Background: an optimization exercise with open tools, aiming at small area and a short achievable clock period. Do not read the settings as production practice.
No functional check of the RTL was part of any run shown here.
Power and IR drop assume default switching activity.

<file path="flow/design.v">
module video_uut (
    input  wire         clk_i       ,
    input  wire         cen_i       ,
    input  wire         rst_i       ,
    input  wire         vid_sel_i   ,
    input  wire [23:0]  vid_rgb_i   ,
    input  wire [1:0]   vh_blank_i  ,
    input  wire [2:0]   dvh_sync_i  ,
    output wire [2:0]   dvh_sync_o  ,
    output wire [23:0]  vid_rgb_o
);
    localparam [1:0] S_IDLE = 2'd0, S_ATTACK = 2'd1, S_HOLD = 2'd2, S_DECAY = 2'd3;
    reg [23:0] vid_rgb_d1;     
    reg        draw_d1;        
    reg        bg_d1;          
    reg [2:0]  dvh_sync_d1;
    reg [11:0] x_cnt, y_cnt;    
    reg        prev_de, prev_vs;
    reg [1:0]  state;
    reg [7:0]  timer;
    reg [3:0]  amp, tamp;
    reg        spd;            
    reg [15:0] lfsr;
    reg [12:0] phase;          
    reg [4:0]  freq_1, freq_2;
    reg [12:0] acc_1, acc_2;
    reg [12:0] base_1, base_2; 
    reg [3:0]  bsel;           
    function [12:0] add13(input [12:0] a, input [12:0] b);
        integer i; reg c;
        begin
            c = 1'b0;
            for (i = 0; i < 13; i = i + 1) begin
                add13[i] = a[i] ^ b[i] ^ c;
                c = (a[i] & b[i]) | (c & (a[i] ^ b[i]));
            end
        end
    endfunction
    function [12:0] tofold(input [12:0] b);
        tofold = {b[12], b[11:5] ^ {7{b[12]}}, b[4:0]};
    endfunction
    function [12:0] finc(input [12:0] a, input [4:0] f, input w);
        reg [5:0] lo; reg tmax; reg [6:0] t; reg d;
        begin
            lo   = {1'b0, a[4:0]} + {1'b0, f};
            tmax = a[12] ? (a[11:5] == 7'h00) : (a[11:5] == 7'h7F);    
            t    = (lo[5] & ~tmax) ? a[11:5] + (a[12] ? 7'h7F : 7'h01) : a[11:5];
            d    = a[12] ^ (lo[5] & tmax);
            finc = {d ^ w, t ^ {7{w}}, lo[4:0]};
        end
    endfunction
    wire [6:0]  t_1 = acc_1[11:5];
    wire [6:0]  t_2 = acc_2[11:5];
    wire [7:0]  sum = t_1 + t_2;                  
    reg        a1_en, a2_en, a2, a2_neg;
    reg  [1:0] a1;
    wire [10:0] term1 = a1_en ? ({3'b0, sum} << a1) : 11'd0;
    wire        add1 = a2_en & ~a2_neg;
    wire [14:0] kc  = ~{4'b0, 11'd1072 | {8'd0, lfsr[1:0], 1'b0}} + 15'd2 + {14'b0, add1} + {4'b0, amp, 7'b0};
    wire [14:0] op2 = ~{4'b0, term1};
    wire [14:0] op3 = ~a2_en ? 15'd0 : a2_neg ? {7'b0, sum} : a2 ? ~{6'b0, sum, 1'b0} : ~{7'b0, sum};
    wire        fix = sum[7] & sum[0] & amp[0];
    wire [14:0] ypre = {2'b0, y_cnt, 1'b0} + kc;
    wire [14:0] cs_s = ypre ^ op2 ^ op3;
    wire [14:0] cs_c = {(ypre[13:0] & op2[13:0]) | (ypre[13:0] & op3[13:0]) | (op2[13:0] & op3[13:0]), fix};
    wire [4:0]  lo  = {1'b0, cs_s[3:0]} + {1'b0, cs_c[3:0]};
    wire [10:0] hx  = cs_s[14:4] ^ cs_c[14:4];
    wire [10:0] ho  = cs_s[14:4] | cs_c[14:4];
    wire        hi_zero = ((hx[0] == lo[4])) & (hx[10:1] == ho[9:0]);
    wire [2:0]  dv = lo[3:1];
    wire draw = hi_zero & (lo[3:0] <= 4'd11) & ((y_cnt[11:3] != 0) | (y_cnt[2:0] >= dv));
    wire t_zero = (timer == 8'd0);
    wire lt = amp < tamp;
    wire gt = tamp < amp;
    wire st_idle = (state == S_IDLE), st_att = (state == S_ATTACK), st_hold = (state == S_HOLD), st_dec = (state == S_DECAY);
    wire hold_run = st_hold & ~t_zero;
    wire amp_low  = (amp[3:1] == 3'd0);                   
    wire glitch_c = hold_run & (lfsr[1:0] == 2'b11);
    wire tamp_inc = hold_run & (lfsr[2:0] == 3'b000) & (tamp < 4'd10);
    wire tamp_dec = hold_run & (lfsr[2:0] == 3'b111) & (tamp > 4'd3);
    wire [3:0] tamp_pick = (lfsr[3:0] < 4'd4) ? 4'd5 : (lfsr[3:0] > 4'd10) ? 4'd10 : lfsr[3:0];
    wire go_c = st_idle & t_zero;
    wire tamp_we = go_c | tamp_inc | tamp_dec;
    wire [3:0] tamp_nxt = go_c ? tamp_pick : tamp + (tamp_inc ? 4'd1 : 4'd15);
    wire amp_up2 = st_att & lt;
    wire amp_we  = amp_up2 | (hold_run & (lt | gt)) | st_dec;
    wire [3:0] amp_step = amp_up2 ? 4'd2 : (st_hold & lt) ? 4'd1 : 4'd15;
    wire [3:0] amp_nxt = (st_dec & amp_low) ? 4'd0 : amp + amp_step;
    wire timer_ld_h = st_att & ~lt;
    wire timer_ld_i = st_dec & amp_low;
    wire timer_we = timer_ld_h | timer_ld_i | ((st_idle | st_hold) & ~t_zero);
    wire [7:0] timer_nxt = timer_ld_h ? {1'b0, lfsr[4:0], 2'b00} : timer_ld_i ? {lfsr[5:0], 2'b00} : timer - 8'd1;
    reg  [1:0] st_nxt;
    always @* begin
        st_nxt = state;
        if (go_c) st_nxt = S_ATTACK;
        if (timer_ld_h) st_nxt = S_HOLD;
        if (st_hold & t_zero) st_nxt = S_DECAY;
        if (timer_ld_i) st_nxt = S_IDLE;
    end
    wire vs_rise  = dvh_sync_i[1] & ~prev_vs;
    wire upd      = vs_rise & spd;
    wire go       = upd & go_c;
    wire glitch   = upd & glitch_c;
    wire [4:0] f1_new = {1'b0, lfsr[3:0]} + 5'd10;
    wire [4:0] f2_new = {1'b0, lfsr[7:4]} + 5'd14;
    wire        stepping = |bsel;
    wire [12:0] b1_sum = (stepping ? {base_1[11:0], 1'b0} : base_1) + (phase & {13{~stepping | (|(bsel & freq_1[3:0]))}});
    wire [12:0] b2_sum = {base_2[11:0], 1'b0} + (phase & {13{|(bsel & freq_2[3:0])}});
    wire        f31    = &freq_1;                       
    wire [12:0] b1_glt = f31 ? 13'd0 : b1_sum;
    wire [12:0] b1_ld  = go_c ? (lfsr[12:0] & {13{f1_new[4]}}) : glitch_c ? b1_glt : b1_sum;
    wire [12:0] b2_ld  = go_c ? (lfsr[12:0] & {13{f2_new[4]}}) : b2_sum;
    wire [12:0] bb1 = stepping ? b1_sum : base_1;
    wire [12:0] bb2 = stepping ? b2_sum : base_2;
    wire        g_r   = ~prev_vs & spd & glitch_c;
    wire [12:0] r1_vs = g_r ? b1_glt : bb1;
    wire x_last = (x_cnt == 12'h800);
    wire x_fb   = x_cnt[11] ^ x_cnt[10] ^ x_cnt[9] ^ x_cnt[3] ^ (x_cnt[10:0] == 11'd0);
    wire x_upd = dvh_sync_i[1] | dvh_sync_i[2] | prev_de;
    wire [12:0] inc_1 = finc(acc_1, freq_1, x_last & freq_1[0]);
    wire [12:0] inc_2 = finc(acc_2, freq_2, x_last & freq_2[0]);
    always @(posedge clk_i) begin
        if (rst_i) begin
            state <= S_IDLE; timer <= 0; amp <= 0; tamp <= 0; spd <= 0;
            a1_en <= 0; a1 <= 0; a2_en <= 0; a2 <= 0; a2_neg <= 0;
            lfsr <= 16'hACE1;
            y_cnt <= 0; prev_de <= 0; prev_vs <= 0;
            vid_rgb_d1 <= 0; draw_d1 <= 0; bg_d1 <= 1; dvh_sync_d1 <= 0;
        end else if (cen_i) begin
            lfsr <= {lfsr[14:0], lfsr[15] ^ lfsr[13] ^ lfsr[12] ^ lfsr[10]};
            prev_vs <= dvh_sync_i[1];
            if (vs_rise) begin
                spd <= ~spd;
                if (spd) begin
                    state <= st_nxt;
                    if (timer_we) timer <= timer_nxt;
                    if (amp_we) begin
                        amp    <= amp_nxt;
                        a1_en  <= (amp_nxt != 4'd0);
                        a1     <= (amp_nxt >= 4'd7) ? 2'd3 : (amp_nxt >= 4'd4) ? 2'd2 : (amp_nxt >= 4'd2) ? 2'd1 : 2'd0;
                        a2_en  <= ~((amp_nxt == 4'd0) | (amp_nxt == 4'd1) | (amp_nxt == 4'd2) | (amp_nxt == 4'd4) | (amp_nxt == 4'd8));
                        a2     <= (amp_nxt == 4'd6) | (amp_nxt >= 4'd10);
                        a2_neg <= (amp_nxt == 4'd7);
                    end
                    if (tamp_we)  tamp  <= tamp_nxt;
                end
            end
            prev_de <= dvh_sync_i[2];
            if (dvh_sync_i[1]) y_cnt <= 0;
            else if (~dvh_sync_i[2] & prev_de) y_cnt <= y_cnt + 1;
            draw_d1    <= draw;
            bg_d1      <= ~draw;
            vid_rgb_d1 <= vid_sel_i ? 24'h0 : vid_rgb_i;
            dvh_sync_d1 <= dvh_sync_i;
        end
    end
    always @(posedge clk_i) begin
        if (cen_i) begin
            if (go | stepping | glitch) base_1 <= b1_ld;
            if (go | stepping) base_2 <= b2_ld;
            if (go) bsel <= 4'b1000;
            else bsel <= {1'b0, bsel[3:1]};
            if (go) begin
                phase  <= lfsr[12:0];
                freq_1 <= f1_new;
                freq_2 <= f2_new;
            end else if (glitch) freq_1 <= freq_1 + 1;
            if (x_upd) begin
                x_cnt <= (dvh_sync_i[1] | ~dvh_sync_i[2]) ? 12'd0 : {x_cnt[10:0], x_fb};
                acc_1 <= dvh_sync_i[1] ? tofold(r1_vs) : dvh_sync_i[2] ? inc_1 : tofold(bb1);
                acc_2 <= (dvh_sync_i[1] | ~dvh_sync_i[2]) ? tofold(bb2) : inc_2;
            end
        end
    end
    assign dvh_sync_o = dvh_sync_d1;
    assign vid_rgb_o  = {vid_rgb_d1[23:16] & {8{bg_d1}}, vid_rgb_d1[15:8] | {8{draw_d1}},
                         vid_rgb_d1[7:0] & {8{bg_d1}}};
endmodule
</file>
<file path="flow/flow/run.sh">
#!/bin/bash
# Standard ORFS layout, with timing repair aiming at extra setup slack so that
# the achieved period (not only the 14 ns clock) is optimised, and plain buf_2
# cells (instead of delay buffers) as the port buffers.
set -euo pipefail
bash standard.sh finish SETUP_SLACK_MARGIN=9.5 "BUFFER_PORTS_ARGS=-buffer_cell sky130_fd_sc_hd__buf_2" > flow_make.log 2>&1
</file>
<file path="flow/standard.sh">
#!/bin/bash
# synth_recipe.tcl (not shown) runs the flow's synth.tcl, then flattens the netlist and writes it again
# the make line also repeats each setting of config.mk as NAME=value (left out here)
make -C /OpenROAD-flow-scripts/flow DESIGN_CONFIG=/design/flow/config.mk WORK_HOME=/design/flow/orfs CLKGATE_MAP_FILE= SYNTH_SCRIPT=/design/flow/synth_recipe.tcl "${@:-finish}"
</file>
<file path="flow/config.mk">
export PLATFORM = sky130hd
export DESIGN_NAME = video_uut
export DESIGN_NICKNAME = video_uut
export VERILOG_FILES = /design/flow/design.v
export SDC_FILE = /design/flow/constraint.sdc
export NUM_CORES = 4
export LEC_CHECK = 0
export CAP_MARGIN = 20
export CORE_MARGIN = 2
export CORE_UTILIZATION = 40
export CTS_BUF_LIST = sky130_fd_sc_hd__clkbuf_4 sky130_fd_sc_hd__clkbuf_8
export SLEW_MARGIN = 20
export TNS_END_PERCENT = 0
</file>
<file path="flow/constraint.sdc">
create_clock -name core_clock -period 14.0 [get_ports {clk_i}]
set_input_delay 2.8000 -clock core_clock [delete_from_list [all_inputs] [get_ports {clk_i}]]
set_output_delay 2.8000 -clock core_clock [all_outputs]
set_load 0.01 [all_outputs]
</file>
==> run summary, run 1 <==
* Maximum clock rate at between 200 and 250 MHz
* Iteration-0 DRC count of the detailed router at about 600
* Syn Nets at 1,632
* Synth-to-layout area growth at 9.335%
* Fin. Hold Viols at 0
* Die width at between 150 and 200 µm
* Root Buffer: clkbuf_8
* DP HPWL at between 20,000 and 25,000 µm
* Final Power at ~0.0014 W
* #FFs+latches synth at roughly 170
* CP Launch Type: input port
* Number of max-cap violations at 0
* Clock share of power at about 25%
* Starting Density at 40.39%
* IO Port Bufs at between 50 and 60
* Final setup TNS at 0 ps
* Final #Nets at 1,658
* Most common cell after layout, fill and taps aside: nand2_1
* Post-route worst setup slack at 9499 ps
* Clk sink count at ~170
* Max-slew violations at 0
* Run status: no timing/DRC/antenna violations
* First-pass GRT wire length at between 50,000 and 60,000 µm
* Pin count of the biggest net entering global routing at roughly 70
* Post-route DRC at 0
* Worst Setup End Kind: register
* Post-Route WL at ~32,000 µm
* CP Cell Sequence: buf_2 > nand2_1 > o21ai_0 > o21ai_0 > a222oi_1 > inv_1
* Syn avg cell area at between 8 and 9 µm²
* Worst-Skew Late Latency at 480 ps
* Via count at ~11,000
* Wirelength per Cell at 16.49 µm
* Clock slew at reported path FFs at approximately 110 ps
* Detail Route Antenna Nets at 0
* H-tree levels at 4
* Pleak at 5.857 nW
* Most frequent cells in the layout: 128 x nand2_1, 121 x nor2_1, 104 x ha_1, 90 x a21oi_1, 90 x edfxtp_1
* DRT Pass-1 Iters at 5
* CTS tree: yes
* Post-DP Area at around 0.014 mm²
* I/O pins at 60
* Worst vdd ir at around 0.063 mV
* Internal at between 0.0009 and 0.001 W
* CORE AREA at approximately 0.032 mm²
* Slew @ Worst Pin at ~880 ps
* Placement Rows at between 60 and 70
* Die height at between 150 and 200 µm
* Final setup viols at 0
* Switching power at approximately 0.0005 W
* Worst path slowest cell: o21ai_0
* Crit path top cell by count: o21ai_0
* Post-synth EDFFs at 90
* Data arrival, critical path at about 4700 ps
* DR vias/cell at roughly 5.4
* Pre-CTS setup slack at about 8000 ps
* Ys flop type: edfxtp_1
* Crit-path max cell delay at 530 ps
* Post-Layout Inst Area at 0.01426 mm²
* Hold Path Class: reg -> reg
* Sequential fraction of design power at 42.0%
* WS Path Type: in -> reg
* Pwr per Cell Area at a little over 100 mW/mm²
* Required time worst endpoint at ~14,000 ps
* Fillers at 3,208
* Tot GR Track Use at about a fifth
* Switching share of total power at a little over a third
* Post-Syn Area at roughly 0.013 mm²
* Worst Skew at between 15 and 20 ps
* CTS Buf Count at 17
* Register area share after synthesis at about a third
* Slew margin rel. at 41.42%
* Fin crit share at between 30% and 40%
* Combinational cell fraction of total power at between 30% and 40%
* GRT overflow at 0
* Minimum clock period at 4501 ps
* Async set-reset flop share out of synthesis at 0%
* Vias in the first global route at about 10,000
* RSZ-0062 raised after global routing: yes
* Die ar. at approximately 0.034 mm²
* CTS Hold Bufs at 0
* Post-Syn Instances at between 1,000 and 1,500
* Max Fanout on Critical Path at 30
* RD Place Congestion at approximately 0.84
* Initial antenna violation count at 1
* Layout cells sized above 1 at roughly a tenth
* Ys Warns at 1
* Number of distinct library cells after synthesis at ~80
* Final core utilization at between 40% and 50%
* Clk buf depth at 2
cells by family (layout without fill, tap and decap cells):
| group | Yosys count | count (layout) | synth area share [%] |
|---|---|---|---|
| AND/OR/NAND/NOR | 482 | 482 | 18.14 |
| buffers and inverters | 150 | 189 | 4.490 |
| other | 0 | 1 | 0 |
| AO/OA/AOI/OAI | 365 | 365 | 18.26 |
| XOR/XNOR | 127 | 127 | 8.529 |
| adder cells (fa/ha/maj) | 127 | 127 | 13.45 |
| flip-flops | 172 | 172 | 33.31 |
| multiplexers | 49 | 49 | 3.818 |
critical path, delay by kind of cell:
family                 cells  cell delay [ps]
and+or+nand+nor            1              240
AOI/OAI and AO/OA          3             1110
buffers and inverters      2              560
cell type report:
cell class / instances / area [µm²] / area share, %
clock buffers: 18 / 241.5 / 1.694
well taps: 442 / 553.0 / 3.879
flip-flops and latches: 172 / 4348 / 30.49
clock inverters: 14 / 153.9 / 1.079
diodes: 1 / 2.502 / 0.01755
repair buffers: 71 / 390.4 / 2.738
inverters: 86 / 331.6 / 2.325
multi-input cells: 1150 / 8238 / 57.77
Yosys cell counts (29+ instances only):
cell type | number | area, µm²
mux2i_1 | 43 | 430.4
and2_1 | 58 | 362.9
dfxtp_1 | 82 | 1642
nand3_1 | 41 | 205.2
nor2_1 | 124 | 465.5
inv_1 | 84 | 315.3
xnor2_1 | 83 | 727.0
ha_1 | 105 | 1314
a21oi_1 | 93 | 465.5
nand2_1 | 129 | 484.2
o21ai_0 | 81 | 405.4
a22oi_1 | 31 | 232.7
xor2_1 | 44 | 385.4
clkbuf_1 | 51 | 191.4
edfxtp_1 | 90 | 2703
a21o_1 | 29 | 217.7
final timing paths:
kind	start	endpoint	slack, ps	cells after the start
setup reg to reg	acc_2[6]	bg_d1	9510	17
hold / removal	lfsr[14]	lfsr[15]	480	2
hold reg to reg	lfsr[14]	lfsr[15]	480	2
setup / recovery	dvh_sync_i[1]	acc_1[4]	9500	6
what timing repair did:
action                     4_1_cts  5_1_grt
buffers inserted                 4        1
gates resized for setup         12       17
pin swaps                        3        0
setup endpoints to repair      105       56
registers in the layout (all words and copies together) (netlist names), 4 cells and up:
register,cells
vid_rgb_d1,24
lfsr,16
acc_1,13
acc_2,13
base_1,13
base_2,13
phase,13
x_cnt,12
y_cnt,12
timer,8
freq_1,5
amp,4
bsel,4
freq_2,4
tamp,4
metrics by stage:
step / std cells / hold WS (ps)
floorplan: 1472 / 444.7
global placement: 1916 / 455.3
detailed placement: 1916 / 459.4
CTS: 1952 / 483.7
global route: 1953 / 514.4
finish: 1954 / 483.7
power by group through the flow:
stage,registers [W],clock network (W),logic (W)
after global placement,0.000619,0,0.000454
after CTS,0.000608,0.000371,0.000471
final,0.000607,0.000362,0.000477
after global routing,0.000612,0.000389,0.000541
after floorplan,0.000603,0,0.000369
after detailed placement,0.000620,0,0.000459
metal layers:
layer	up-vias	wire length [µm]	track usage [%]
met5	-	0	0
met1	5053	15610	26.76
met2	208	15150	32.56
met4	0	357	4.448
met3	31	1114	2.391
li1	5308	-	-
==> run 2, diff against run 1 <==
--- a/flow/design.v
+++ b/flow/design.v
@@ -18,12 +18,12 @@
     reg        prev_de, prev_vs;
     reg [1:0]  state;
     reg [7:0]  timer;
-    reg [3:0]  amp, tamp;
+    reg [3:0]  tamp;
     reg        spd;            
     reg [15:0] lfsr;
     reg [12:0] phase;          
     reg [4:0]  freq_1, freq_2;
-    reg [12:0] acc_1, acc_2;
+    reg [12:0] acc_1, acc_2;   
     reg [12:0] base_1, base_2; 
     reg [3:0]  bsel;           
     function [12:0] add13(input [12:0] a, input [12:0] b);
@@ -36,24 +36,26 @@
             end
         end
     endfunction
-    function [12:0] tofold(input [12:0] b);
-        tofold = {b[12], b[11:5] ^ {7{b[12]}}, b[4:0]};
-    endfunction
-    function [12:0] finc(input [12:0] a, input [4:0] f, input w);
-        reg [5:0] lo; reg tmax; reg [6:0] t; reg d;
+    function [12:0] addf(input [12:0] a, input [4:0] f);
+        integer i; reg c;
         begin
-            lo   = {1'b0, a[4:0]} + {1'b0, f};
-            tmax = a[12] ? (a[11:5] == 7'h00) : (a[11:5] == 7'h7F);    
-            t    = (lo[5] & ~tmax) ? a[11:5] + (a[12] ? 7'h7F : 7'h01) : a[11:5];
-            d    = a[12] ^ (lo[5] & tmax);
-            finc = {d ^ w, t ^ {7{w}}, lo[4:0]};
+            c = 1'b0;
+            for (i = 0; i < 5; i = i + 1) begin
+                addf[i] = a[i] ^ f[i] ^ c;
+                c = (a[i] & f[i]) | (c & (a[i] ^ f[i]));
+            end
+            for (i = 5; i < 13; i = i + 1) begin
+                addf[i] = a[i] ^ c;
+                c = a[i] & c;
+            end
         end
     endfunction
-    wire [6:0]  t_1 = acc_1[11:5];
-    wire [6:0]  t_2 = acc_2[11:5];
+    wire [6:0]  t_1 = acc_1[11:5] ^ {7{acc_1[12]}};
+    wire [6:0]  t_2 = acc_2[11:5] ^ {7{acc_2[12]}};
     wire [7:0]  sum = t_1 + t_2;                  
     reg        a1_en, a2_en, a2, a2_neg;
     reg  [1:0] a1;
+    wire [3:0] amp = (a1_en ? (4'd1 << a1) : 4'd0) + (a2_en ? (a2_neg ? 4'd15 : a2 ? 4'd2 : 4'd1) : 4'd0);
     wire [10:0] term1 = a1_en ? ({3'b0, sum} << a1) : 11'd0;
     wire        add1 = a2_en & ~a2_neg;
     wire [14:0] kc  = ~{4'b0, 11'd1072 | {8'd0, lfsr[1:0], 1'b0}} + 15'd2 + {14'b0, add1} + {4'b0, amp, 7'b0};
@@ -107,26 +109,21 @@
     wire        stepping = |bsel;
     wire [12:0] b1_sum = (stepping ? {base_1[11:0], 1'b0} : base_1) + (phase & {13{~stepping | (|(bsel & freq_1[3:0]))}});
     wire [12:0] b2_sum = {base_2[11:0], 1'b0} + (phase & {13{|(bsel & freq_2[3:0])}});
-    wire        f31    = &freq_1;                       
-    wire [12:0] b1_glt = f31 ? 13'd0 : b1_sum;
-    wire [12:0] b1_ld  = go_c ? (lfsr[12:0] & {13{f1_new[4]}}) : glitch_c ? b1_glt : b1_sum;
-    wire [12:0] b2_ld  = go_c ? (lfsr[12:0] & {13{f2_new[4]}}) : b2_sum;
-    wire [12:0] bb1 = stepping ? b1_sum : base_1;
-    wire [12:0] bb2 = stepping ? b2_sum : base_2;
-    wire        g_r   = ~prev_vs & spd & glitch_c;
-    wire [12:0] r1_vs = g_r ? b1_glt : bb1;
+    wire [12:0] b1_nxt = go ? (lfsr[12:0] & {13{f1_new[4]}}) :
+                         (glitch & (&freq_1)) ? 13'd0 :    
+                         (glitch | stepping) ? b1_sum : base_1;
+    wire [12:0] b2_nxt = go ? (lfsr[12:0] & {13{f2_new[4]}}) : stepping ? b2_sum : base_2;
     wire x_last = (x_cnt == 12'h800);
     wire x_fb   = x_cnt[11] ^ x_cnt[10] ^ x_cnt[9] ^ x_cnt[3] ^ (x_cnt[10:0] == 11'd0);
-    wire x_upd = dvh_sync_i[1] | dvh_sync_i[2] | prev_de;
-    wire [12:0] inc_1 = finc(acc_1, freq_1, x_last & freq_1[0]);
-    wire [12:0] inc_2 = finc(acc_2, freq_2, x_last & freq_2[0]);
+    wire x_rst = dvh_sync_i[1] | (~dvh_sync_i[2] & prev_de) | (dvh_sync_i[2] & x_last);
+    wire x_inc = ~dvh_sync_i[1] & dvh_sync_i[2];
     always @(posedge clk_i) begin
         if (rst_i) begin
-            state <= S_IDLE; timer <= 0; amp <= 0; tamp <= 0; spd <= 0;
+            state <= S_IDLE; timer <= 0; tamp <= 0; spd <= 0;
             a1_en <= 0; a1 <= 0; a2_en <= 0; a2 <= 0; a2_neg <= 0;
             lfsr <= 16'hACE1;
             y_cnt <= 0; prev_de <= 0; prev_vs <= 0;
-            vid_rgb_d1 <= 0; draw_d1 <= 0; bg_d1 <= 1; dvh_sync_d1 <= 0;
+            draw_d1 <= 0; bg_d1 <= 0; dvh_sync_d1 <= 0;
         end else if (cen_i) begin
             lfsr <= {lfsr[14:0], lfsr[15] ^ lfsr[13] ^ lfsr[12] ^ lfsr[10]};
             prev_vs <= dvh_sync_i[1];
@@ -136,7 +133,6 @@
                     state <= st_nxt;
                     if (timer_we) timer <= timer_nxt;
                     if (amp_we) begin
-                        amp    <= amp_nxt;
                         a1_en  <= (amp_nxt != 4'd0);
                         a1     <= (amp_nxt >= 4'd7) ? 2'd3 : (amp_nxt >= 4'd4) ? 2'd2 : (amp_nxt >= 4'd2) ? 2'd1 : 2'd0;
                         a2_en  <= ~((amp_nxt == 4'd0) | (amp_nxt == 4'd1) | (amp_nxt == 4'd2) | (amp_nxt == 4'd4) | (amp_nxt == 4'd8));
@@ -150,15 +146,16 @@
             if (dvh_sync_i[1]) y_cnt <= 0;
             else if (~dvh_sync_i[2] & prev_de) y_cnt <= y_cnt + 1;
             draw_d1    <= draw;
-            bg_d1      <= ~draw;
-            vid_rgb_d1 <= vid_sel_i ? 24'h0 : vid_rgb_i;
+            bg_d1      <= ~draw & ~vid_sel_i;
             dvh_sync_d1 <= dvh_sync_i;
         end
     end
+    always @(posedge clk_i)
+        if (cen_i) vid_rgb_d1 <= vid_rgb_i;
     always @(posedge clk_i) begin
         if (cen_i) begin
-            if (go | stepping | glitch) base_1 <= b1_ld;
-            if (go | stepping) base_2 <= b2_ld;
+            base_1 <= b1_nxt;
+            base_2 <= b2_nxt;
             if (go) bsel <= 4'b1000;
             else bsel <= {1'b0, bsel[3:1]};
             if (go) begin
@@ -166,14 +163,14 @@
                 freq_1 <= f1_new;
                 freq_2 <= f2_new;
             end else if (glitch) freq_1 <= freq_1 + 1;
-            if (x_upd) begin
-                x_cnt <= (dvh_sync_i[1] | ~dvh_sync_i[2]) ? 12'd0 : {x_cnt[10:0], x_fb};
-                acc_1 <= dvh_sync_i[1] ? tofold(r1_vs) : dvh_sync_i[2] ? inc_1 : tofold(bb1);
-                acc_2 <= (dvh_sync_i[1] | ~dvh_sync_i[2]) ? tofold(bb2) : inc_2;
+            if (x_rst) begin
+                x_cnt <= 0; acc_1 <= b1_nxt; acc_2 <= b2_nxt;
+            end else if (x_inc) begin
+                x_cnt <= {x_cnt[10:0], x_fb}; acc_1 <= addf(acc_1, freq_1); acc_2 <= addf(acc_2, freq_2);
             end
         end
     end
     assign dvh_sync_o = dvh_sync_d1;
-    assign vid_rgb_o  = {vid_rgb_d1[23:16] & {8{bg_d1}}, vid_rgb_d1[15:8] | {8{draw_d1}},
+    assign vid_rgb_o  = {vid_rgb_d1[23:16] & {8{bg_d1}}, (vid_rgb_d1[15:8] & {8{bg_d1}}) | {8{draw_d1}},
                          vid_rgb_d1[7:0] & {8{bg_d1}}};
 endmodule
==> run summary, run 2 <==
* Required time worst endpoint at 14,320 ps (was 14,240 ps)
* Worst vdd ir at 0.06253 mV (was 0.06291 mV)
* Root Buffer: clkbuf_8 (unchanged)
* Placement Rows at 63 (was 66)
* FF/Latch Area at 0.004531 mm² (was 0.004348 mm²)
* Post-Syn Area at 0.01204 mm² (was 0.01304 mm²)
* Post-route DRC at 0 (unchanged)
* Layout cells sized above 1 at 16.77% (was 10.59%)
* GRT overflow at 0 (unchanged)
* Minimum clock period at 4690 ps (was 4501 ps)
* #FFs+latches synth at 168 (was 172)
* Data arrival, critical path at 5010 ps (was 4740 ps)
* Worst Setup End Kind: register (unchanged)
* RSZ-0062 raised after global routing: yes (unchanged)
* Reg2Reg Depth at 21 (was 17)
* First-pass GRT wire length at 47,640 µm (was 53,030 µm)
* Worst Skew at 22.28 ps (was 16.87 ps)
* Die ar. at 0.03150 mm² (was 0.03406 mm²)
* Most common cell after layout, fill and taps aside: nand2_1 (unchanged)
* Clk sink count at 168 (was 172)
* Detail Route Antenna Nets at 0 (unchanged)
* Synth-to-layout area growth at 14.04% (was 9.335%)
* Worst-Skew Late Latency at 470 ps (was 480 ps)
* I/O pins at 60 (unchanged)
* Ys Warns at 1 (unchanged)
* Final non-filler cell total at 1,744 (was 1,954)
* Most numerous cell in the Yosys netlist: nand2_1 (unchanged)
* CTS tree: yes (unchanged)
* Fin crit share at 33.50% (was 32.15%)
* Most frequent cells in the layout: 132 x nand2_1, 114 x edfxtp_1, 97 x ha_1, 88 x nor2_1, 77 x a21oi_1 (was 128 x nand2_1, 121 x nor2_1, 104 x ha_1, 90 x a21oi_1, 90 x edfxtp_1)
* H-tree levels at 4 (unchanged)
* Run status: no timing/DRC/antenna violations (unchanged)
* CORE AREA at 0.02964 mm² (was 0.03229 mm²)
* Max Fanout on Critical Path at 74 (was 30)
* Slew margin rel. at 27.80% (was 41.42%)
* Hold path depth at 2 (unchanged)
* Die width at 177.5 µm (was 184.6 µm)
* Async set-reset flop share out of synthesis at 0% (unchanged)
* Synth area leaders: edfxtp_1 28%, ha_1 11%, dfxtp_1 9.0% (was edfxtp_1 21%, dfxtp_1 13%, ha_1 10%)
* Syn avg cell area at 9.405 µm² (was 8.860 µm²)
* Number of max-cap violations at 0 (unchanged)
* Post-Route WL at 29,160 µm (was 32,230 µm)
* Hold Path Class: reg -> reg (unchanged)
* CTS Buf Count at 17 (unchanged)
* Slew @ Worst Pin at 1083 ps (was 878.7 ps)
* Starting Density at 40.62% (was 40.39%)
* Wirelength per Cell at 16.72 µm (was 16.49 µm)
* Clock slew at reported path FFs at 100 ps (was 110 ps)
* DP HPWL at 20,880 µm (was 23,580 µm)
* Fillers at 2,873 (was 3,208)
* Multi-input gate area at 0.007356 mm² (was 0.008238 mm²)
* Pleak at 5.668 nW (was 5.857 nW)
* WS Path Type: in -> reg (unchanged)
* Ys flop type: edfxtp_1 (unchanged)
* Initial antenna violation count at 0 (was 1)
* Tot GR Track Use at 19.10% (was 19.44%)
* CP Launch Type: input port (unchanged)
* RD Place Congestion at 0.8685 (was 0.8369)
* Pin count of the biggest net entering global routing at 75 (was 68)
* DR vias/cell at 5.349 (was 5.425)
* IO Port Bufs at 57 (unchanged)
* Regs by FF count: vid_rgb_d1 (24), lfsr (16) (unchanged)
* DRT Pass-1 Iters at 9 (was 5)
* Fin. Hold Viols at 0 (unchanged)
* Max-slew violations at 0 (unchanged)
* Syn Nets at 1,444 (was 1,632)
* Final core utilization at 46.32% (was 44.16%)
* Iteration-0 DRC count of the detailed router at 631 (was 595)
* Via count at 9,328 (was 10,600)
* Largest register FFs at 24 (unchanged)
* Die height at 177.5 µm (was 184.6 µm)
* Post-Syn Instances at 1,280 (was 1,472)
* Number of distinct library cells after synthesis at 78 (was 79)
* WL met2 at 14,000 µm (was 15,150 µm)
* Final #Nets at 1,505 (was 1,658)
* Post-Place Cells at 1,678 (was 1,916)
* Antenna diode instance count at 0 (was 1)
* Met3 routed WL at 1150 µm (was 1114 µm)
* Post-synth top area share at 28.44% (was 20.72%)
* Final setup TNS at 0 ps (unchanged)
* Final setup viols at 0 (unchanged)
* Top cells by count, synth: 137 x nand2_1, 114 x edfxtp_1, 104 x ha_1 (was 129 x nand2_1, 124 x nor2_1, 105 x ha_1)
* WL met1 at 13,590 µm (was 15,610 µm)
* Highest layer used for signal routing: met4 (unchanged)
* Register area share after synthesis at 37.42% (was 33.31%)
* Post-synth EDFFs at 114 (was 90)
* Clk buf depth at 2 (unchanged)
* Pwr per Cell Area at 116.8 mW/mm² (was 101.4 mW/mm²)
* Vias in the first global route at 9,135 (was 10,210)
* Largest Register: vid_rgb_d1 (unchanged)
* Top cell type by total area after synthesis: edfxtp_1 (unchanged)
* Maximum clock rate at 213.2 MHz (was 222.2 MHz)
==> run 2: cell count changes in the layout (fill, tap and decap cells not counted), moves of 10 or more <==
cell / delta
xnor2_1: -45
nor2_1: -33
dfxtp_1: -32
o21ai_0: -27
buf_4: +25
edfxtp_1: +24
a22oi_1: -20
mux2i_1: -16
nand3_1: -16
a21oi_1: -13
a211oi_1: -12
a22o_1: -10
mux2_2: +10
or2_2: -10
==> run 2: layout make-up <==
class	instances	share of cell area, %
Sequential cell	168	33.00
Timing Repair Buffer	98	4.484
Clock buffer	17	1.704
Multi-Input combinational cell	970	53.58
Tap cell	390	3.554
Clock inverter	15	1.240
Inverter	86	2.433
==> run 2: what timing repair did <==
item,CTS,global route
pin swaps,44,22
gates cloned,0,0
hold buffers,0,0
hold endpoints to repair,0,0
gates resized for setup,85,8
setup buffers,31,3
endpoints found under the setup margin,84,50
==> run 2: metal layers <==
layer / GRT usage (%) / vias to the layer above
met3: 2.656 / 25
met5: 0 / -
met2: 31.98 / 205
met4: 4.645 / 0
li1: - / 4650
met1: 26.06 / 4448
==> run 2: final timing paths <==
path / start / end / slack, ps
worst min register to register: timer[2] / timer[2] / 490
worst min-delay path: timer[2] / timer[2] / 490
worst max register to register: acc_2[12] / bg_d1 / 9340
worst max-delay path: cen_i / a1[1] / 9310
==> run 2: metrics by stage <==
step	hold WS [ps]	setup slack [ps]	cell area (µm²)	total power, W
2_1_floorplan	444.8	9304	12060	0.001054
6_report	485.4	9310	13730	0.001603
5_1_grt	524.2	9113	13730	0.001711
3_3_place_gp	462.1	8409	12660	0.001172
4_1_cts	489.3	9296	13640	0.001589
3_5_place_dp	473.3	8390	12660	0.001182
==> run 2: cell families (layout without fill, tap and decap cells) <==
| logic type | after synthesis | count (layout) | synth area share (%) |
|---|---|---|---|
| flops | 168 | 168 | 37.42 |
| mux | 43 | 43 | 3.742 |
| buf+inv | 142 | 216 | 4.656 |
| simple gates | 433 | 433 | 17.75 |
| xor+xnor | 85 | 85 | 6.299 |
| fa+ha+maj | 131 | 131 | 15.30 |
| compound gates | 278 | 278 | 14.83 |
==> run 2: report_power, final <==
part | internal (W) | switching, W
logic | 0.000270 | 0.000334
registers | 0.000597 | 0.0000381
clock network | 0.000151 | 0.000212
==> run 2: worst max-delay path, stage by stage <==
cell and delay [ps]:
buf_4 150, buf_6 570, nand2_1 390, a21oi_1 740, mux2i_1 280, nor2_1 50

## static timing again, ports no longer ideal
Ports are ideal in the flow. The routed layouts listed here were re-timed in OpenROAD.
Step 1, drivers: a clkbuf_16 drives clk_i and a buf_2 each remaining input, both assumed.
Step 2, shift: input delay + t, output delay - t, t = (earliest + latest rising clock arrival at the registers) / 2. This alone moves slack from input paths to output paths.
Three values: ideal ports, drivers, drivers and shift; two values: the first two.
run	t (ns)	slack for setup (ns)	worst data-port slew with drivers (ns)	cell pins on the clock port's net
run 1	0.518	9.499 / 9.508 / 9.007	0.06	1
run 2	0.510	9.310 / 9.282 / 8.771	0.07	1
After both steps every run listed still meets setup and hold. The setup slack of run 2, which loses most, moves by -0.028 ns with the drivers and by -0.539 ns with both steps.
